From an optimization exercise on the open Yosys and OpenROAD flow, aimed at small area, a short achievable clock period and few clock cycles per item; shortcuts taken in it are not production practice. No functional check of the RTL was part of any run shown here. No activity file was given, so power comes from the tool's default toggle rates.

==> flow/design.v, too long to show whole: its modules and the start of the top module <==
// module EQ: 67 lines
// module EQ_stage1: 1580 lines
// module EQ_stage2: 215 lines
// module EQ_rom: 565 lines
module EQ(
    clk,
    rst_n,
    in_valid,
    in_row,
    in_col,
    out_valid,
    out
);
  // ...
==> flow/run.sh <==
#!/bin/bash
# synth_recipe.tcl (not shown) runs the flow's synth.tcl, then flattens the netlist and writes it again
# the make line also repeats each setting of config.mk as NAME=value (left out here)
make -C /OpenROAD-flow-scripts/flow DESIGN_CONFIG=/design/flow/config.mk WORK_HOME=/design/flow/orfs CLKGATE_MAP_FILE= SYNTH_SCRIPT=/design/flow/synth_recipe.tcl finish
==> flow/config.mk <==
export PLATFORM = sky130hd
export DESIGN_NAME = EQ
export DESIGN_NICKNAME = EQ
export VERILOG_FILES = /design/flow/design.v
export SDC_FILE = /design/flow/constraint.sdc
export NUM_CORES = 4
export LEC_CHECK = 0
export ABC_AREA = 1
export CAP_MARGIN = 20
export CORE_MARGIN = 2
export CORE_UTILIZATION = 50
export SLEW_MARGIN = 20
==> flow/constraint.sdc <==
create_clock -name core_clock -period 5.5 [get_ports {clk}]
set_input_delay 1.1000 -clock core_clock [delete_from_list [all_inputs] [get_ports {clk}]]
set_output_delay 1.1000 -clock core_clock [all_outputs]
set_load 0.01 [all_outputs]
==> impl_results.md, run 1 <==
- Comb pwr share: 0.520
- Slew Viols, Final: 0
- Crit path max-delay family: simple AND/OR/NAND/NOR gates
- Yosys warns: 1
- DP Cell Count: 1304
- Hold buffers post-CTS: 0
- Sequential fraction of the synthesis area: 0.2621
- Tap cells: ~180
- Synth top area cells: nand2_1, edfxtp_1, nand3_1
- Routed metal-1 wirelength: approximately 10000 um
- CTS resizes: 0
- DRC Markers: 0
- R2R depth: 19
- Status: finished clean
- Buffers excl. clock: 15
- Clk power: around 570 uW
- IO buf count: 12
- CLK BUF: 9
- Post-synth ARST share: 0.1081
- Pwr Total: around 3.1 mW
- Total grt overflow: 0
- Drt first pass iters: 9
- Largest cell class: multi-input gates
- CP Capture Point: out[0]
- Most frequent cells in the layout: nand2_1, inv_1, nand3_1
- Top achievable clock speed: around 340 MHz
- Worst Setup End Kind: flop
- Grt met3 use: 0.08199
- Postcts setup bufs: 0
- CP Cell Sequence: inv_1 > nand2_1 > nand2_2 > inv_1 > nand3_1 > nand3_1 > nor2_1 > nor2_1 > inv_1 > ha_1 > or2_2 > nand2_1 > nand2_1 > nand2_1 > nand2_1 > nand2_1 > nand2_1 > nand2_1 > nand2_1
- CP Class: flop to flop
- Worst path most repeated cell: nand2_1
- Vias in the first global route: slightly below 8000
- Antenna Nets Post-Route: 0
- Largest net degree at the start of global routing: 23
- Worst-path maximum fanout: 10
- Clock-cell share of area: 0.03647
- Int Pwr: around 1.6 mW
- Reg area: 1942 um2
- PD cells: between 300 and 400 nW/um2
- Seq pwr share: 0.297
- Setup ws final: about 2500 ps
- Startpoint Class: flop
==> inputs of run 2 (changes only) <==
--- a/flow/config.mk
+++ b/flow/config.mk
@@ -9,4 +9,5 @@
 export CAP_MARGIN = 20
 export CORE_MARGIN = 2
 export CORE_UTILIZATION = 50
+export SETUP_SLACK_MARGIN = 2.7
 export SLEW_MARGIN = 20
==> run 2 against run 1 <==
Register-to-register slack improved by 170 ps; utilization increased by 2.5 points; sequential power shrank 4.6%; critical path type unchanged; routed wire length rose by 2.7%; worst setup slack improved by 170 ps; cell count is 2.5% higher; still clean on timing, DRC and antenna; global-route usage is 0.12 points higher; clock skew is 0.73 ps higher; first-iteration DRC count up 6.3%; combinational power increased by 9.9%; highest routed layer unchanged.
==> impl_results.md, run 2 <==
- Commonest non-fill, non-tap cell in the layout: nand2_1
- Syn avg cell area: roughly 6.4 um2
- Final period utilization: 0.5092
- CTS buffer count: 9
- Total wire length: 27840 um
- Leak: around 4.4 nW
- Final net count: 1193
- Post-synth EDFFs: between 40 and 50
- Mapped Cells: between 1000 and 1500
- RSZ-0062 raised after global routing: yes
- GP Congestion: ~1.1
- Via Count: roughly 8500
- Post-synth top area cell: nand2_1
- CTS Buffer Depth: 2
- Clk sink count: 74
- Worst Setup End Kind: flop
- Ys flop type: edfxtp_1
- Yosys warns: 1 (unchanged)
- First-pass GRT wire length: 42930 um
- I/O pin count: 13
- Clk_skew: around 9.1 ps
- Mapped Nets: 1178
- Drt wl/cell: slightly above 20 um
- Largest net degree at the start of global routing: 23 (unchanged)
- Total grt overflow: 0 (unchanged)
- Top achievable clock speed: 357.1 MHz (+6.2%)
- Initial DRC Count: between 1500 and 2000
- Worst-path maximum fanout: 6 (-4)
- Area grow syn2layout: 10.08%
- Minimum clock period: ~2800 ps
- Synth top area cells: nand2_1, edfxtp_1, nand3_1
- Core box area: about 14000 um2
- Top-count cell post-synth: nand2_1
- Final Hold Viols: 0
- Combined global-route utilization of all metal layers: 0.3492
- Area of the mapped netlist: roughly 7400 um2
- Final HPWL from detailed placement: between 20000 and 25000 um
- Number of max-cap violations: 0
- Initial antenna violation count: 0
- Drt first pass iters: 10 (+1)
- Status: finished clean
- Seq cells post-synth: 74
- Post-synth ARST share: 0.1081 (unchanged)
- Final core area utilization: 0.5633
- PD cells: 396.3 nW/um2 (-0.67%)
- Antenna Nets Post-Route: 0 (unchanged)
- Die H: between 100 and 150 um
- Hold crit path type: flop to flop
- CTS root buf: clkbuf_16
- Starting Density: 0.5118
- Startpoint Class: flop
- TritonCTS clock tree: built
- Critical path required time: roughly 5600 ps
- Worst-Margin Slew: around 620 ps
- H-tree Lvls: 3
- Slew margin rel.: 0.5823
- Final setup fails: 0
- Vias in the first global route: 7723 (+0.47%)
- Die ar.: between 15000 and 20000 um2
- DR vias/cell: between 6 and 7
- Sequential fraction of the synthesis area: 0.2621 (unchanged)
- N_diodes: 0
- Maximum vdd drop: about 0.17 mV
- Largest Register: s1_loc
- Largest register FFs: 18
- Setup_tns: 0 ps
- CP Class: flop to flop
- DRC Markers: 0 (unchanged)
- Worst-Skew Late Latency: between 300 and 400 ps
- Yosys cell types: 61
- Synth top area share: 0.1890
- Slew Viols, Final: 0 (unchanged)
- Critical path arrival: 2900 ps
- IO buf count: 12 (unchanged)
- Top cells by count, synth: nand2_1, inv_1, nand3_1, nor2_1, o21ai_0
- Clock slew at reported path FFs: ~60 ps
- Share of layout cells above drive strength 1: 0.1481
- Most frequent cells in the layout: nand2_1, inv_1, nand3_1
- Die width: around 130 um
- Hold buffers post-CTS: 0 (unchanged)
- # rows: 44
==> run 2: cell counts after synthesis <==
No cell type changed its count.
==> run 2: path summary, 6_finish.rpt <==
check,from,slack (ps),to,depth (start not counted)
setup / recovery,ca[6],2700,out[0],11
hold / removal,got_a,470,got_a,1
setup reg to reg,ca[6],2700,out[0],11
hold reg to reg,got_a,470,got_a,1
max in group asynchronous,rst_n,4180,k[1],1
min in group asynchronous,rst_n,1030,got_a,1
==> run 2: layer usage <==
| metal | share of wire | up-vias | track usage |
|---|---|---|---|
| met4 | 0.073 | 0 | 0.1913 |
| met5 | 0 | - | 0 |
| met1 | 0.39 | 3719 | 0.4546 |
| met2 | 0.43 | 678 | 0.5374 |
| met3 | 0.11 | 196 | 0.08241 |
| li1 | - | 3873 | - |
==> run 2: critical path, stage by stage, from the launching register on <==
cell and delay, ps:
edfxtp_1 500, buf_4 220, nand2_1 210, o21ai_0 170, o31ai_1 550, nand2_1 220
nor2_4 180, nand2_1 80, o21ai_0 160, nand2_1 110, nand2_1 80, nand2_1 60
==> run 2: area by class of cell <==
cell class	count	area, um2
Fill cell	1417	6322
Multi-Input combinational cell	892	4765
Sequential cell	74	1944
Inverter	139	529.3
Timing Repair Buffer	47	399.1
Tap cell	184	230.2
Clock buffer	9	225.2
Clock inverter	6	58.81
Timing Repair inverter	1	5.005
==> run 2: through the flow <==
stage	power, mW	cell area [um2]	instances	setup WS [ps]	hold slack [ps]
after detailed placement	2.477	7505	1304	2385	468.3
after global placement	2.500	7505	1304	2458	444.7
after CTS	3.057	7807	1321	2701	474.9
final	3.233	8157	1352	2700	468.0
after global routing	3.450	8157	1352	2582	483.3
after floorplan	2.055	7410	1149	3084	421.2
==> run 2: cell families after synthesis <==
kind of cell	share of synthesized area
multiplexers	0.001351
adder cells (fa/ha/maj)	0.03377
buffers and inverters	0.1079
flip-flops	0.2621
AO/OA/AOI/OAI	0.1795
XOR/XNOR	0.003547
AND/OR/NAND/NOR	0.4119
==> run 2: what timing repair did <==
item | in CTS | in global routing
cloned | 0 | 1
endpoints found under the setup margin | 2 | 32
gates resized for setup | 1 | 31
buffers inserted | 2 | 30
pin swaps | 0 | 1
==> run 2: where the power goes <==
| part | leakage, nW | internal [mW] | switching (mW) | total, mW |
|---|---|---|---|---|
| logic | 3.53 | 0.610 | 1.17 | 1.78 |
| clock network | 0.135 | 0.345 | 0.225 | 0.570 |
| registers | 0.750 | 0.743 | 0.137 | 0.880 |
==> module EQ, before the edit <==
module EQ(
    clk,
    rst_n,
    in_valid,
    in_row,
    in_col,
    out_valid,
    out
);
input clk, rst_n, in_valid;
input [2:0] in_row, in_col;
output logic out_valid;
output logic [2:0] out;
logic       got_a;       
logic       c1;          
logic       c2;          
logic       c3;          
logic [2:0] k;           
logic [7:0] ra, ca;      
logic [7:0] rb, cb;      
logic [7:0] in_r, in_c;
logic [5:0] s1_any;      
logic [17:0] s1_loc;     
logic       h;           
logic [5:0] idx;         
logic       hit;         
logic       found;       
logic [2:0] col0;        
logic [5:0] any_next;
logic [17:0] loc_next;
logic [5:0] idx_next;    
logic [2:0] col1;        
logic [2:0] col;         
EQ_stage1 u_stage1 (.ra(ra), .ca(ca), .rb(rb), .cb(cb), .dir(c2), .hit(hit), .col0(col0), .any(any_next), .loc(loc_next));
EQ_stage2 u_stage2 (.any(s1_any), .loc(s1_loc), .dir(h), .idx(idx_next), .col1(col1));
EQ_rom u_rom (.idx(idx), .k(k), .h(h), .col(col));
assign found = (c1 && hit) || c2;
always_comb begin
    in_r = 8'd0; in_r[in_row] = 1'b1;
    in_c = 8'd0; in_c[in_col] = 1'b1;
end
always_ff @(posedge clk) begin
    if (!got_a && !c1 && !c2) begin ra <= in_r; ca <= in_c; end
    else if (c1) ca <= {ca[0], ca[1], ca[2], ca[3], ca[4], ca[5], ca[6], ca[7]};
    if (!c1 && !c2) begin rb <= in_r; cb <= in_c; end
    else if (c1) cb <= {cb[0], cb[1], cb[2], cb[3], cb[4], cb[5], cb[6], cb[7]};
    s1_any <= any_next;
    s1_loc <= loc_next;
    if (c1 || c2) h <= c2;
    if (c3) idx <= idx_next;
    if (c1 || c2) out <= col0;
    else if (c3) out <= col1;
    else if (out_valid) out <= col;
end
always_ff @(posedge clk or negedge rst_n) begin
    if (!rst_n) begin
        got_a <= 1'b0; c1 <= 1'b0; c2 <= 1'b0; c3 <= 1'b0; out_valid <= 1'b0; k <= 3'd0;
    end else begin
        got_a <= in_valid && !got_a;
        c1 <= in_valid && got_a;
        c2 <= c1 && !hit;
        c3 <= found;
        if (found) begin out_valid <= 1'b1; k <= 3'd0; end
        else if (out_valid) begin k <= k + 3'd1; if (k == 3'd7) out_valid <= 1'b0; end
    end
end
endmodule
==> module EQ_stage2, before the edit <==
module EQ_stage2(any, loc, dir, idx, col1);
  input [5:0] any;
  wire [5:0] any;
  input [17:0] loc;
  wire [17:0] loc;
  input dir;
  wire dir;
  output [5:0] idx;
  wire [5:0] idx;
  output [2:0] col1;
  wire [2:0] col1;
  wire _000_;
  wire _001_;
  wire _002_;
  wire _003_;
  wire _004_;
  wire _005_;
  wire _006_;
  wire _007_;
  wire _008_;
  wire _009_;
  wire _010_;
  wire _011_;
  wire _012_;
  wire _013_;
  wire _014_;
  wire _015_;
  wire _016_;
  wire _017_;
  wire _018_;
  wire _019_;
  wire _020_;
  wire _021_;
  wire _022_;
  wire _023_;
  wire _024_;
  wire _025_;
  wire _026_;
  wire _027_;
  wire _028_;
  wire _029_;
  wire _030_;
  wire _031_;
  wire _032_;
  wire _033_;
  wire _034_;
  wire _035_;
  wire _036_;
  wire _037_;
  wire _038_;
  wire _039_;
  wire _040_;
  wire _041_;
  wire _042_;
  wire _043_;
  wire _044_;
  wire _045_;
  wire _046_;
  wire _047_;
  wire _048_;
  wire _049_;
  wire _050_;
  wire _051_;
  wire _052_;
  wire _053_;
  wire _054_;
  wire _055_;
  wire _056_;
  wire _057_;
  wire _058_;
  wire _059_;
  wire _060_;
  wire _061_;
  wire _062_;
  wire _063_;
  wire _064_;
  wire _065_;
  wire _066_;
  wire _067_;
  wire _068_;
  wire _069_;
  wire _070_;
  wire _071_;
  wire _072_;
  wire _073_;
  wire _074_;
  wire _075_;
  wire _076_;
  wire _077_;
  wire _078_;
  wire _079_;
  wire _080_;
  wire _081_;
  wire _082_;
  wire _083_;
  wire _084_;
  wire _085_;
  wire _086_;
  wire _087_;
  wire _088_;
  wire _089_;
  wire _090_;
  wire _091_;
  wire _092_;
  wire _093_;
  wire _094_;
  wire [2:0] gs;
  wire s_r4;
  assign _036_ = 4'h8 >> { any[2], dir };
  assign _037_ = 4'h2 >> { _036_, any[1] };
  assign _038_ = 4'h1 >> { _037_, any[3] };
  assign _039_ = 4'h4 >> any[2:1];
  assign _040_ = 4'h1 >> { _039_, any[0] };
  assign _041_ = 4'h1 >> { _040_, dir };
  assign _042_ = 4'h1 >> { _041_, _038_ };
  assign _043_ = 4'h1 >> any[1:0];
  assign _044_ = 4'h1 >> any[3:2];
  assign _045_ = 4'h8 >> { _044_, _043_ };
  assign _046_ = 4'h1 >> { _045_, dir };
  assign _047_ = 4'h2 >> { any[5], dir };
  assign _048_ = 4'h4 >> { _047_, any[4] };
  assign s_r4 = 4'h1 >> { _048_, _046_ };
  assign _049_ = 4'h2 >> { s_r4, _042_ };
  assign _050_ = 4'h4 >> { any[4], dir };
  assign _051_ = 4'h1 >> { _050_, _047_ };
  assign _052_ = 4'h4 >> { _051_, _046_ };
  assign idx[3] = 4'he >> { _052_, _049_ };
  assign _053_ = 4'h1 >> { _043_, dir };
  assign _054_ = 4'h1 >> { _053_, _044_ };
  assign idx[4] = 4'h4 >> { _054_, s_r4 };
  assign _055_ = 4'h4 >> { _054_, idx[3] };
  assign _056_ = 4'h4 >> { _055_, loc[8] };
  assign _057_ = 4'h2 >> { _054_, _042_ };
  assign _058_ = 4'h4 >> { _057_, loc[5] };
  assign _059_ = 4'h1 >> { _058_, s_r4 };
  assign _060_ = 4'h1 >> { _054_, _042_ };
  assign _061_ = 4'h4 >> { _060_, loc[2] };
  assign _062_ = 4'h8 >> { _054_, _042_ };
  assign _063_ = 4'h4 >> { _062_, loc[11] };
  assign _064_ = 4'h1 >> { _063_, _061_ };
  assign _065_ = 4'h8 >> { _064_, _059_ };
  assign _066_ = 4'h4 >> { _065_, _056_ };
  assign _067_ = 4'h2 >> { _051_, s_r4 };
  assign _068_ = 4'h8 >> { _067_, loc[14] };
  assign _069_ = 4'h8 >> { _052_, loc[17] };
  assign _070_ = 4'h1 >> { _069_, _068_ };
  assign idx[2] = 4'hb >> { _070_, _066_ };
  assign _071_ = 4'h4 >> { _054_, _042_ };
  assign _072_ = 4'h4 >> { _071_, loc[7] };
  assign _073_ = 4'h4 >> { _060_, loc[1] };
  assign _074_ = 4'h1 >> { _073_, s_r4 };
  assign _075_ = 4'h4 >> { _074_, _072_ };
  assign _076_ = 4'h2 >> { _054_, loc[4] };
  assign _077_ = 4'h8 >> { _054_, loc[10] };
  assign _078_ = 4'h2 >> { _077_, _042_ };
  assign _079_ = 4'h4 >> { _078_, _076_ };
  assign _080_ = 4'h2 >> { _079_, _075_ };
  assign _081_ = 4'h8 >> { _067_, loc[13] };
  assign _082_ = 4'h8 >> { _052_, loc[16] };
  assign _083_ = 4'h1 >> { _082_, _081_ };
  assign idx[1] = 4'hb >> { _083_, _080_ };
  assign _084_ = 4'h8 >> { _062_, loc[9] };
  assign _085_ = 4'h1 >> { _084_, s_r4 };
  assign _086_ = 4'h8 >> { _060_, loc[0] };
  assign _087_ = 4'h8 >> { _071_, loc[6] };
  assign _088_ = 4'h8 >> { _057_, loc[3] };
  assign _089_ = 4'h1 >> { _088_, _087_ };
  assign _090_ = 4'h4 >> { _089_, _086_ };
  assign _091_ = 4'h8 >> { _090_, _085_ };
  assign _092_ = 4'h4 >> { _067_, loc[12] };
  assign _093_ = 4'h4 >> { _052_, loc[15] };
  assign _094_ = 4'h1 >> { _093_, _092_ };
  assign idx[0] = 4'h4 >> { _094_, _091_ };
  assign _000_ = 4'h4 >> { _065_, _055_ };
  assign _001_ = 4'h4 >> { _000_, _077_ };
  assign _002_ = 4'h1 >> { _091_, _075_ };
  assign _003_ = 4'h8 >> { _075_, _055_ };
  assign _004_ = 4'h1 >> { _003_, idx[2] };
  assign _005_ = 4'h4 >> { _004_, _002_ };
  assign _006_ = 4'h1 >> { _005_, _001_ };
  assign _007_ = 4'h1 >> { idx[0], idx[1] };
  assign _008_ = 4'h4 >> { _066_, _042_ };
  assign _009_ = 4'h2 >> { _008_, _007_ };
  assign _010_ = 4'h2 >> { _007_, _066_ };
  assign _011_ = 4'h1 >> { _010_, _009_ };
  assign _012_ = 4'h4 >> { _011_, _006_ };
  assign _013_ = 4'h8 >> { idx[0], idx[1] };
  assign _014_ = 4'h8 >> { _013_, _068_ };
  assign _015_ = 4'h1 >> { _014_, _052_ };
  assign _016_ = 4'h4 >> { _015_, _012_ };
  assign _017_ = 4'h2 >> { _016_, dir };
  assign _018_ = 4'h4 >> { _016_, dir };
  assign col1[1] = 4'h1 >> { _018_, _017_ };
  assign _019_ = 4'h2 >> { _066_, _042_ };
  assign _020_ = 4'h1 >> { _019_, _008_ };
  assign _021_ = 4'h1 >> { _013_, _007_ };
  assign _022_ = 4'h1 >> { _021_, _020_ };
  assign _023_ = 4'h1 >> { _022_, _006_ };
  assign _024_ = 4'h4 >> { _052_, loc[17] };
  assign _025_ = 4'h4 >> { _024_, _013_ };
  assign _026_ = 4'h1 >> { _025_, _014_ };
  assign _027_ = 4'h4 >> { _026_, _023_ };
  assign _028_ = 4'h2 >> { _027_, dir };
  assign _029_ = 4'h4 >> { _027_, dir };
  assign col1[0] = 4'he >> { _029_, _028_ };
  assign _030_ = 4'h1 >> { _007_, _054_ };
  assign _031_ = 4'h2 >> { _030_, _000_ };
  assign _032_ = 4'h4 >> { _067_, loc[14] };
  assign _033_ = 4'h1 >> { _032_, _031_ };
  assign _034_ = 4'h2 >> { _033_, dir };
  assign _035_ = 4'h4 >> { _033_, dir };
  assign col1[2] = 4'he >> { _035_, _034_ };
  assign gs = { s_r4, idx[4:3] };
  assign idx[5] = s_r4;
endmodule
==> inputs of run 3 (changes only) <==
--- a/flow/design.v
+++ b/flow/design.v
@@ -15,12 +15,15 @@
 logic       c1;          
 logic       c2;          
 logic       c3;          
+logic       ld_a;        
+logic       ld_b;        
 logic [2:0] k;           
 logic [7:0] ra, ca;      
 logic [7:0] rb, cb;      
 logic [7:0] in_r, in_c;
 logic [5:0] s1_any;      
 logic [17:0] s1_loc;     
+logic       h2;          
 logic       h;           
 logic [5:0] idx;         
 logic       hit;         
@@ -32,7 +35,7 @@
 logic [2:0] col1;        
 logic [2:0] col;         
 EQ_stage1 u_stage1 (.ra(ra), .ca(ca), .rb(rb), .cb(cb), .dir(c2), .hit(hit), .col0(col0), .any(any_next), .loc(loc_next));
-EQ_stage2 u_stage2 (.any(s1_any), .loc(s1_loc), .dir(h), .idx(idx_next), .col1(col1));
+EQ_stage2 u_stage2 (.any(s1_any), .loc(s1_loc), .dir(h2), .idx(idx_next), .col1(col1));
 EQ_rom u_rom (.idx(idx), .k(k), .h(h), .col(col));
 assign found = (c1 && hit) || c2;
 always_comb begin
@@ -40,14 +43,14 @@
     in_c = 8'd0; in_c[in_col] = 1'b1;
 end
 always_ff @(posedge clk) begin
-    if (!got_a && !c1 && !c2) begin ra <= in_r; ca <= in_c; end
+    if (ld_a) begin ra <= in_r; ca <= in_c; end
     else if (c1) ca <= {ca[0], ca[1], ca[2], ca[3], ca[4], ca[5], ca[6], ca[7]};
-    if (!c1 && !c2) begin rb <= in_r; cb <= in_c; end
+    if (ld_b) begin rb <= in_r; cb <= in_c; end
     else if (c1) cb <= {cb[0], cb[1], cb[2], cb[3], cb[4], cb[5], cb[6], cb[7]};
     s1_any <= any_next;
     s1_loc <= loc_next;
-    if (c1 || c2) h <= c2;
-    if (c3) idx <= idx_next;
+    h2 <= c2;
+    if (c3) begin idx <= idx_next; h <= h2; end
     if (c1 || c2) out <= col0;
     else if (c3) out <= col1;
     else if (out_valid) out <= col;
@@ -55,10 +58,13 @@
 always_ff @(posedge clk or negedge rst_n) begin
     if (!rst_n) begin
         got_a <= 1'b0; c1 <= 1'b0; c2 <= 1'b0; c3 <= 1'b0; out_valid <= 1'b0; k <= 3'd0;
+        ld_a <= 1'b1; ld_b <= 1'b1;
     end else begin
         got_a <= in_valid && !got_a;
         c1 <= in_valid && got_a;
         c2 <= c1 && !hit;
+        ld_a <= !in_valid && !(c1 && !hit);
+        ld_b <= !(in_valid && got_a) && !(c1 && !hit);
         c3 <= found;
         if (found) begin out_valid <= 1'b1; k <= 3'd0; end
         else if (out_valid) begin k <= k + 3'd1; if (k == 3'd7) out_valid <= 1'b0; end
@@ -1751,112 +1757,148 @@
   wire _092_;
   wire _093_;
   wire _094_;
+  wire _095_;
+  wire _096_;
+  wire _097_;
+  wire _098_;
+  wire _099_;
+  wire _100_;
+  wire _101_;
+  wire _102_;
+  wire _103_;
+  wire _104_;
+  wire _105_;
+  wire _106_;
+  wire _107_;
+  wire _108_;
+  wire _109_;
   wire [2:0] gs;
   wire s_r4;
-  assign _036_ = 4'h8 >> { any[2], dir };
-  assign _037_ = 4'h2 >> { _036_, any[1] };
-  assign _038_ = 4'h1 >> { _037_, any[3] };
-  assign _039_ = 4'h4 >> any[2:1];
-  assign _040_ = 4'h1 >> { _039_, any[0] };
-  assign _041_ = 4'h1 >> { _040_, dir };
-  assign _042_ = 4'h1 >> { _041_, _038_ };
-  assign _043_ = 4'h1 >> any[1:0];
-  assign _044_ = 4'h1 >> any[3:2];
-  assign _045_ = 4'h8 >> { _044_, _043_ };
-  assign _046_ = 4'h1 >> { _045_, dir };
-  assign _047_ = 4'h2 >> { any[5], dir };
-  assign _048_ = 4'h4 >> { _047_, any[4] };
-  assign s_r4 = 4'h1 >> { _048_, _046_ };
-  assign _049_ = 4'h2 >> { s_r4, _042_ };
-  assign _050_ = 4'h4 >> { any[4], dir };
-  assign _051_ = 4'h1 >> { _050_, _047_ };
-  assign _052_ = 4'h4 >> { _051_, _046_ };
-  assign idx[3] = 4'he >> { _052_, _049_ };
-  assign _053_ = 4'h1 >> { _043_, dir };
-  assign _054_ = 4'h1 >> { _053_, _044_ };
-  assign idx[4] = 4'h4 >> { _054_, s_r4 };
-  assign _055_ = 4'h4 >> { _054_, idx[3] };
-  assign _056_ = 4'h4 >> { _055_, loc[8] };
-  assign _057_ = 4'h2 >> { _054_, _042_ };
-  assign _058_ = 4'h4 >> { _057_, loc[5] };
-  assign _059_ = 4'h1 >> { _058_, s_r4 };
-  assign _060_ = 4'h1 >> { _054_, _042_ };
-  assign _061_ = 4'h4 >> { _060_, loc[2] };
-  assign _062_ = 4'h8 >> { _054_, _042_ };
-  assign _063_ = 4'h4 >> { _062_, loc[11] };
-  assign _064_ = 4'h1 >> { _063_, _061_ };
-  assign _065_ = 4'h8 >> { _064_, _059_ };
-  assign _066_ = 4'h4 >> { _065_, _056_ };
-  assign _067_ = 4'h2 >> { _051_, s_r4 };
-  assign _068_ = 4'h8 >> { _067_, loc[14] };
-  assign _069_ = 4'h8 >> { _052_, loc[17] };
-  assign _070_ = 4'h1 >> { _069_, _068_ };
-  assign idx[2] = 4'hb >> { _070_, _066_ };
-  assign _071_ = 4'h4 >> { _054_, _042_ };
-  assign _072_ = 4'h4 >> { _071_, loc[7] };
-  assign _073_ = 4'h4 >> { _060_, loc[1] };
+  wire [2:0] t2;
+  wire [2:0] t4;
+  wire [2:0] t5;
+  assign _051_ = 4'h1 >> any[1:0];
+  assign _052_ = 4'h1 >> { _051_, dir };
+  assign _053_ = 4'h1 >> any[3:2];
+  assign _054_ = 4'h8 >> { _053_, dir };
+  assign _055_ = 4'h1 >> { _054_, _052_ };
+  assign _056_ = 4'h8 >> { any[5], dir };
+  assign _057_ = 4'h8 >> { any[4], dir };
+  assign _058_ = 4'h1 >> { _057_, _056_ };
+  assign _059_ = 4'h4 >> { _058_, _055_ };
+  assign _060_ = 4'h4 >> { _058_, _053_ };
+  assign s_r4 = 4'h1 >> { _060_, _059_ };
+  assign _061_ = 4'h1 >> { any[4], dir };
+  assign _062_ = 4'h1 >> { _061_, _056_ };
+  assign _063_ = 4'h8 >> { _062_, s_r4 };
+  assign _064_ = 4'h2 >> any[2:1];
+  assign _065_ = 4'h1 >> { _064_, any[3] };
+  assign _066_ = 4'h2 >> { _065_, dir };
+  assign _067_ = 4'h4 >> any[2:1];
+  assign _068_ = 4'h1 >> { dir, any[0] };
+  assign _069_ = 4'h4 >> { _068_, _067_ };
+  assign _070_ = 4'h1 >> { _069_, _066_ };
+  assign _071_ = 4'h8 >> { _070_, _058_ };
+  assign idx[3] = 4'h1 >> { _071_, _063_ };
+  assign idx[4] = 4'h4 >> { _060_, _052_ };
+  assign _072_ = 4'h4 >> { idx[4], _070_ };
+  assign _073_ = 4'h4 >> { _072_, loc[11] };
   assign _074_ = 4'h1 >> { _073_, s_r4 };
-  assign _075_ = 4'h4 >> { _074_, _072_ };
-  assign _076_ = 4'h2 >> { _054_, loc[4] };
-  assign _077_ = 4'h8 >> { _054_, loc[10] };
-  assign _078_ = 4'h2 >> { _077_, _042_ };
-  assign _079_ = 4'h4 >> { _078_, _076_ };
-  assign _080_ = 4'h2 >> { _079_, _075_ };
-  assign _081_ = 4'h8 >> { _067_, loc[13] };
-  assign _082_ = 4'h8 >> { _052_, loc[16] };
-  assign _083_ = 4'h1 >> { _082_, _081_ };
-  assign idx[1] = 4'hb >> { _083_, _080_ };
-  assign _084_ = 4'h8 >> { _062_, loc[9] };
-  assign _085_ = 4'h1 >> { _084_, s_r4 };
-  assign _086_ = 4'h8 >> { _060_, loc[0] };
-  assign _087_ = 4'h8 >> { _071_, loc[6] };
-  assign _088_ = 4'h8 >> { _057_, loc[3] };
-  assign _089_ = 4'h1 >> { _088_, _087_ };
-  assign _090_ = 4'h4 >> { _089_, _086_ };
-  assign _091_ = 4'h8 >> { _090_, _085_ };
-  assign _092_ = 4'h4 >> { _067_, loc[12] };
-  assign _093_ = 4'h4 >> { _052_, loc[15] };
+  assign _075_ = 4'h8 >> { _055_, loc[8] };
+  assign _076_ = 4'h2 >> { _075_, _070_ };
+  assign _077_ = 4'h1 >> { _055_, loc[5] };
+  assign _078_ = 4'h1 >> { _077_, _076_ };
+  assign _079_ = 4'h8 >> { _070_, _059_ };
+  assign _080_ = 4'h8 >> { _079_, loc[2] };
+  assign _081_ = 4'h1 >> { _080_, _078_ };
+  assign _082_ = 4'h2 >> { _081_, _074_ };
+  assign _083_ = 4'h2 >> { _062_, s_r4 };
+  assign _084_ = 4'h8 >> { _083_, loc[17] };
+  assign _085_ = 4'h8 >> { _063_, loc[14] };
+  assign _086_ = 4'h1 >> { _085_, _084_ };
+  assign idx[2] = 4'hb >> { _086_, _082_ };
+  assign _087_ = 4'h2 >> { _070_, _059_ };
+  assign _088_ = 4'h8 >> { _087_, loc[4] };
+  assign _089_ = 4'h8 >> { idx[4], _070_ };
+  assign _090_ = 4'h8 >> { _089_, loc[7] };
+  assign _091_ = 4'h1 >> { _090_, _088_ };
+  assign _092_ = 4'h8 >> { _079_, loc[1] };
+  assign _093_ = 4'h8 >> { _072_, loc[10] };
   assign _094_ = 4'h1 >> { _093_, _092_ };
-  assign idx[0] = 4'h4 >> { _094_, _091_ };
-  assign _000_ = 4'h4 >> { _065_, _055_ };
-  assign _001_ = 4'h4 >> { _000_, _077_ };
-  assign _002_ = 4'h1 >> { _091_, _075_ };
-  assign _003_ = 4'h8 >> { _075_, _055_ };
-  assign _004_ = 4'h1 >> { _003_, idx[2] };
-  assign _005_ = 4'h4 >> { _004_, _002_ };
-  assign _006_ = 4'h1 >> { _005_, _001_ };
-  assign _007_ = 4'h1 >> { idx[0], idx[1] };
-  assign _008_ = 4'h4 >> { _066_, _042_ };
-  assign _009_ = 4'h2 >> { _008_, _007_ };
-  assign _010_ = 4'h2 >> { _007_, _066_ };
-  assign _011_ = 4'h1 >> { _010_, _009_ };
-  assign _012_ = 4'h4 >> { _011_, _006_ };
-  assign _013_ = 4'h8 >> { idx[0], idx[1] };
-  assign _014_ = 4'h8 >> { _013_, _068_ };
-  assign _015_ = 4'h1 >> { _014_, _052_ };
-  assign _016_ = 4'h4 >> { _015_, _012_ };
-  assign _017_ = 4'h2 >> { _016_, dir };
-  assign _018_ = 4'h4 >> { _016_, dir };
-  assign col1[1] = 4'h1 >> { _018_, _017_ };
-  assign _019_ = 4'h2 >> { _066_, _042_ };
-  assign _020_ = 4'h1 >> { _019_, _008_ };
-  assign _021_ = 4'h1 >> { _013_, _007_ };
-  assign _022_ = 4'h1 >> { _021_, _020_ };
-  assign _023_ = 4'h1 >> { _022_, _006_ };
-  assign _024_ = 4'h4 >> { _052_, loc[17] };
-  assign _025_ = 4'h4 >> { _024_, _013_ };
-  assign _026_ = 4'h1 >> { _025_, _014_ };
-  assign _027_ = 4'h4 >> { _026_, _023_ };
-  assign _028_ = 4'h2 >> { _027_, dir };
-  assign _029_ = 4'h4 >> { _027_, dir };
-  assign col1[0] = 4'he >> { _029_, _028_ };
-  assign _030_ = 4'h1 >> { _007_, _054_ };
-  assign _031_ = 4'h2 >> { _030_, _000_ };
-  assign _032_ = 4'h4 >> { _067_, loc[14] };
-  assign _033_ = 4'h1 >> { _032_, _031_ };
-  assign _034_ = 4'h2 >> { _033_, dir };
-  assign _035_ = 4'h4 >> { _033_, dir };
-  assign col1[2] = 4'he >> { _035_, _034_ };
+  assign _095_ = 4'h8 >> { _094_, _091_ };
+  assign _096_ = 4'h8 >> { _063_, loc[13] };
+  assign _097_ = 4'h8 >> { _083_, loc[16] };
+  assign _098_ = 4'h1 >> { _097_, _096_ };
+  assign idx[1] = 4'h7 >> { _098_, _095_ };
+  assign _099_ = 4'h8 >> { _087_, loc[3] };
+  assign _100_ = 4'h8 >> { _072_, loc[9] };
+  assign _101_ = 4'h1 >> { _100_, _099_ };
+  assign _102_ = 4'h8 >> { _079_, loc[0] };
+  assign _103_ = 4'h8 >> { _089_, loc[6] };
+  assign _104_ = 4'h1 >> { _103_, _102_ };
+  assign _105_ = 4'h8 >> { _104_, _101_ };
+  assign _106_ = 4'h8 >> { _083_, loc[15] };
+  assign _107_ = 4'h8 >> { _063_, loc[12] };
+  assign _108_ = 4'h1 >> { _107_, _106_ };
+  assign idx[0] = 4'h7 >> { _108_, _105_ };
+  assign _109_ = 4'h4 >> { _092_, loc[2] };
+  assign _000_ = 4'h8 >> { loc[13], loc[14] };
+  assign _001_ = 4'h8 >> { _000_, loc[12] };
+  assign _002_ = 4'h2 >> { _001_, _063_ };
+  assign _003_ = 4'h1 >> { _002_, _074_ };
+  assign _004_ = 4'h1 >> { loc[3], loc[4] };
+  assign _005_ = 4'h4 >> { _059_, loc[5] };
+  assign _006_ = 4'h4 >> { _005_, _004_ };
+  assign _007_ = 4'h1 >> { _006_, _003_ };
+  assign _008_ = 4'h1 >> { loc[9], loc[11] };
+  assign _009_ = 4'h4 >> { _008_, loc[10] };
+  assign _010_ = 4'h8 >> { _009_, idx[4] };
+  assign _011_ = 4'h1 >> { _010_, _071_ };
+  assign _012_ = 4'h4 >> { _011_, _007_ };
+  assign _013_ = 4'h1 >> { _012_, _109_ };
+  assign _014_ = 4'h4 >> { _080_, loc[1] };
+  assign _015_ = 4'h4 >> { _014_, loc[0] };
+  assign _016_ = 4'h2 >> { _015_, dir };
+  assign _017_ = 4'h4 >> { _015_, dir };
+  assign _018_ = 4'h1 >> { _017_, _016_ };
+  assign _019_ = 4'h8 >> { _018_, _013_ };
+  assign _020_ = 4'h1 >> { _018_, _013_ };
+  assign col1[1] = 4'h1 >> { _020_, _019_ };
+  assign _021_ = 4'h4 >> { loc[15], loc[17] };
+  assign _022_ = 4'h2 >> { _021_, loc[16] };
+  assign _023_ = 4'h1 >> { _097_, _084_ };
+  assign _024_ = 4'h1 >> { _023_, _022_ };
+  assign _025_ = 4'h8 >> { loc[3], loc[4] };
+  assign _026_ = 4'h1 >> { _025_, _004_ };
+  assign _027_ = 4'h2 >> { _026_, _005_ };
+  assign _028_ = 4'h1 >> { _027_, _002_ };
+  assign _029_ = 4'h2 >> { _008_, _093_ };
+  assign _030_ = 4'h4 >> { _055_, loc[7] };
+  assign _031_ = 4'h8 >> { _030_, _076_ };
+  assign _032_ = 4'h1 >> { _031_, _011_ };
+  assign _033_ = 4'h1 >> { _032_, _029_ };
+  assign _034_ = 4'h8 >> { _033_, _028_ };
+  assign _035_ = 4'h4 >> { _034_, _024_ };
+  assign _036_ = 4'h4 >> { _079_, loc[0] };
+  assign _037_ = 4'h1 >> { _036_, _109_ };
+  assign _038_ = 4'h4 >> { _037_, _014_ };
+  assign _039_ = 4'h4 >> { _038_, _035_ };
+  assign _040_ = 4'h1 >> { _039_, _103_ };
+  assign _041_ = 4'h4 >> { _040_, _018_ };
+  assign _042_ = 4'h2 >> { _040_, _018_ };
+  assign col1[0] = 4'he >> { _042_, _041_ };
+  assign _043_ = 4'h4 >> { _063_, loc[14] };
+  assign _044_ = 4'h1 >> { _043_, _074_ };
+  assign _045_ = 4'h8 >> { _004_, loc[5] };
+  assign _046_ = 4'h2 >> { _045_, _059_ };
+  assign _047_ = 4'h1 >> { _046_, _071_ };
+  assign _048_ = 4'h4 >> { _047_, _044_ };
+  assign _049_ = 4'h4 >> { _048_, _018_ };
+  assign _050_ = 4'h2 >> { _048_, _018_ };
+  assign col1[2] = 4'he >> { _050_, _049_ };
+  assign t5[2:1] = 2'h3;
+  assign t4[2] = loc[14];
+  assign t2[2:1] = 2'h2;
   assign gs = { s_r4, idx[4:3] };
   assign idx[5] = s_r4;
 endmodule
--- a/flow/config.mk
+++ b/flow/config.mk
@@ -9,5 +9,4 @@
 export CAP_MARGIN = 20
 export CORE_MARGIN = 2
 export CORE_UTILIZATION = 50
-export SETUP_SLACK_MARGIN = 2.7
 export SLEW_MARGIN = 20
==> run 3 against run 2 <==
Flip-flop and latch count up 3; worst setup slack got worse by 160 ps; utilization decreased by 2.8 points; via count is 0.37% higher; die area is 3.2% higher; critical endpoint unchanged; largest cell class unchanged; cell count rose by 5.6%; combinational power is 13% lower; sequential share of layout area grew 1.1 points; area after synthesis increased by 3.3%; first-iteration DRC count shrank 15%; maximum frequency shrank 5.3%.
==> impl_results.md, run 3 <==
- Status: finished clean
- Leak: 4.440 nW (+0.61%)
- Mux cell area share after synthesis: 0 (-0.001351)
- DRC Markers: 0 (unchanged)
- Drt wl/cell: 18.65 um (-9.4%)
- Post-synth ARST share: 0.1299 (+0.02176)
- Combined global-route utilization of all metal layers: 0.3359 (-0.01325)
- Synth top area cells: nand2_1, edfxtp_1, nand3_1
- Setup_tns: 0 ps (unchanged)
- Final Hold Viols: 0 (unchanged)
- Core box area: 15090 um2 (+4.2%)
- H-tree Lvls: 3 (unchanged)
- CTS buffer count: 9 (unchanged)
- Initial antenna violation count: 0 (unchanged)
- Total wire length: 26630 um (-4.3%)
- Final setup fails: 0 (unchanged)
- Starting Density: 0.5075 (-0.004290)
- Adder-cell share of the synthesized area: 0.02941 (-0.004361)
- Postcts setup bufs: 0 (-2)
- Initial DRC Count: 1410 (-15%)
- Yosys warns: 1 (unchanged)
- Number of max-cap violations: 0 (unchanged)
- Largest net degree at the start of global routing: 24 (+4.3%)
- Drt first pass iters: 7 (-3)
- Final core area utilization: 0.5352 (-0.02810)
- Most frequent cells in the layout: nand2_1, inv_1, nand3_1
- Share of layout cells above drive strength 1: 0.1065 (-0.04166)
- Clock slew at reported path FFs: 60 ps (about the same)
- Worst-Margin Slew: 674.6 ps (+54.67 ps)
- Area grow syn2layout: 5.474%
- Critical-path top delay cell: dfrtp_1
- Die ar.: 16320 um2 (+3.2%)
- Worst hold path startpoint: got_a
- Hold crit path type: flop to flop
- Synth top area share: 0.2093 (+0.02036)
- Post-synth EDFFs: 42 (unchanged)
- Commonest non-fill, non-tap cell in the layout: nand2_1
- N_diodes: 0 (unchanged)
- Total grt overflow: 0 (unchanged)
- Die H: 127.8 um (+1.6%)
- TritonCTS clock tree: built
- Antenna Nets Post-Route: 0 (unchanged)
- Final period utilization: 0.5378 (+0.02864)
- I/O pin count: 13 (unchanged)
- Slew Viols, Final: 0 (unchanged)
- Crit path max-delay family: simple AND/OR/NAND/NOR gates
- CP Cell Sequence: inv_1 > ha_1 > nor2_1 > inv_1 > ha_1 > inv_1 > nor2_1 > nor2_1 > nor2_1 > a21oi_1 > nand2_1 > nand2_1 > nor2_1 > nor2_1 > nand2_1 > nand3_1 > nand2_1 > nor2_1 > nor2_1
- Top-count cell post-synth: nand2_1
- Largest Register: s1_loc
- Mapped Nets: 1285 (+9.1%)
- Largest family of logic cells by synthesized area: simple AND/OR/NAND/NOR gates
- Ys flop type: edfxtp_1
- Die width: 127.8 um (+1.6%)
- Slew margin rel.: 0.5497 (-0.03257)
- Post-synthesis compound-gate area fraction: 0.1186 (-0.06087)
- Seq cells post-synth: 77 (+4.1%)
- RSZ-0062 raised after global routing: no
- Worst path most repeated cell: nor2_1
- Pwr Total: 3.136 mW (-3.0%)
- DR vias/cell: 5.950 (-5.0%)
- Hold buffers post-CTS: 0 (unchanged)
- # rows: 45 (+2.3%)
- Critical path arrival: 3050 ps (+150 ps)
- Critical path buffers and inverters: 3 (+2)
- Post-synth top area cell: nand2_1
- Area of the mapped netlist: 7657 um2 (+3.3%)
- CTS Buffer Depth: 2 (unchanged)
- Clk sink count: 77 (+4.1%)
- Minimum clock period: 2958 ps (+157.5 ps)
- Worst-Skew Late Latency: 350 ps (about the same)
- Worst Setup End Kind: flop
- Reg-to-Reg Start: k[1]
- Sequential fraction of the synthesis area: 0.2631 (+0.0009983)
- Top cells by count, synth: nand2_1, inv_1, nand3_1, nor2_1, o21ai_0
- Final net count: 1262 (+5.8%)
- Startpoint Class: flop
- Largest register FFs: 18 (unchanged)
- GP Congestion: 1.048 (-5.8%)
- Vias in the first global route: 7857 (+1.7%)
- Final HPWL from detailed placement: 21420 um (+0.94%)
- CP Class: flop to flop
- Critical path required time: 5590 ps (about the same)
- Yosys cell types: 50 (-18%)
- Maximum vdd drop: 0.2321 mV (+40%)
- PD cells: 388.3 nW/um2 (-2.0%)
- CTS resizes: 0 (-1)
- Design area: 8077 um2 (-0.98%)
- Simple-Gate Fraction of Synth Area: 0.4792 (+0.06739)
- Dpl cell area: 7745 um2 (+3.2%)
- Via Count: 8497 (+0.37%)
- Top achievable clock speed: 338.1 MHz (-5.3%)
- Worst Setup SP: k[1]
- CP max stage delay: 590 ps (+40 ps)
- Clk_skew: 12.48 ps (+3.404 ps)
- IO buf count: 12 (unchanged)
- First-pass GRT wire length: 42270 um (-1.5%)
- Xor and xnor area share after synthesis: 0.003431 (-0.0001147)
- Syn avg cell area: 6.087 um2 (-5.6%)
- CTS root buf: clkbuf_16
- Worst-path maximum fanout: 12 (+6)
- Mapped Cells: 1258 (+9.5%)
[run 3: cell types whose count changed after synthesis, moves of 9 or more]
| cell | previous run | this run |
|---|---|---|
| nor2_1 | 80 | 112 |
| nor2_2 | 12 | 22 |
| nand4_1 | 31 | 50 |
| o21ai_0 | 69 | 60 |
| nand2_1 | 373 | 427 |
| nand2_2 | 27 | 46 |
| a21oi_1 | 25 | 34 |
[run 3: layout make-up]
cell class              count  area (um2)
flip-flops and latches     77        2014
clock buffers              12       279.0
repair buffers             13       127.6
inverters                 143       538.0
multi-input cells         991        4830
clock inverters             4       52.55
well taps                 188       235.2
fillers                  1534        7013
[run 3: cells by family after synthesis]
group / after synthesis
simple gates: 818
buf+inv: 190
compound gates: 152
flops: 77
fa+ha+maj: 18
xor+xnor: 3
[run 3: final timing paths]
kind                          end  slack (ps)  depth (start not counted)
max in group asynchronous    ld_b        4110                          1
max reg2reg                out[0]        2540                         19
min in group asynchronous    k[2]        1060                          1
max                        out[0]        2540                         19
min                         got_a         420                          1
min reg2reg                 got_a         420                          1
[run 3: worst reg2reg max path: cells and delay by family (launching register included)]
kind                       cells  cell delay, ps
and+or+nand+nor               13             950
buffers and inverters          3             400
DFF                            1             590
adders and majority gates      2             600
AOI/OAI and AO/OA              1             170
[run 3: where the power goes]
group	internal, mW	total, mW	switching (mW)
sequential	0.754	0.942	0.187
combinational	0.521	1.55	1.03
clock	0.407	0.641	0.234
total	1.68	3.14	1.45
[run 3: per-layer routing]
metal	part of all wire	track usage	wire length [um]
met1	0.39	0.4312	10480
met2	0.45	0.5458	11980
met3	0.091	0.04758	2424
met4	0.065	0.1862	1743
met5	0	0	0
[run 3: per-stage QoR]
step                      hold WS [ps]  setup slack [ps]  cells
after detailed placement         411.5              2504   1412
final                            416.2              2542   1428
after CTS                        418.8              2545   1428
after floorplan                  400.1              3055   1258
after global placement           408.9              2548   1412
after global routing             444.5              2235   1428

static timing again, ports no longer ideal:
Ports are ideal in the flow. The routed layouts listed here were re-timed in OpenROAD. Step 1, drivers: a clkbuf_16 drives clk and a buf_2 each remaining input, both assumed. Step 2 moves the port delays by t, midway between the first and last clock arrival at a register: inputs arrive t later, outputs are due t later. That takes back most of the time a late clock gives input paths. Three values: no drivers, after step 1, after step 2; two values: the first two.
run | t (ns) | slack for setup (ns) | worst slew at a driven data input, ns
run 1 | 0.376 | 2.525 / 2.525 / 2.342 | 0.03
run 2 | 0.381 | 2.700 / 2.700 / 2.568 | 0.03
run 3 | 0.390 | 2.542 / 2.542 / 2.484 | 0.03
After both steps setup and hold are still met in every run listed. The setup slack of run 1, which loses most, moves by 0.000 ns with the drivers and by -0.183 ns with both steps.
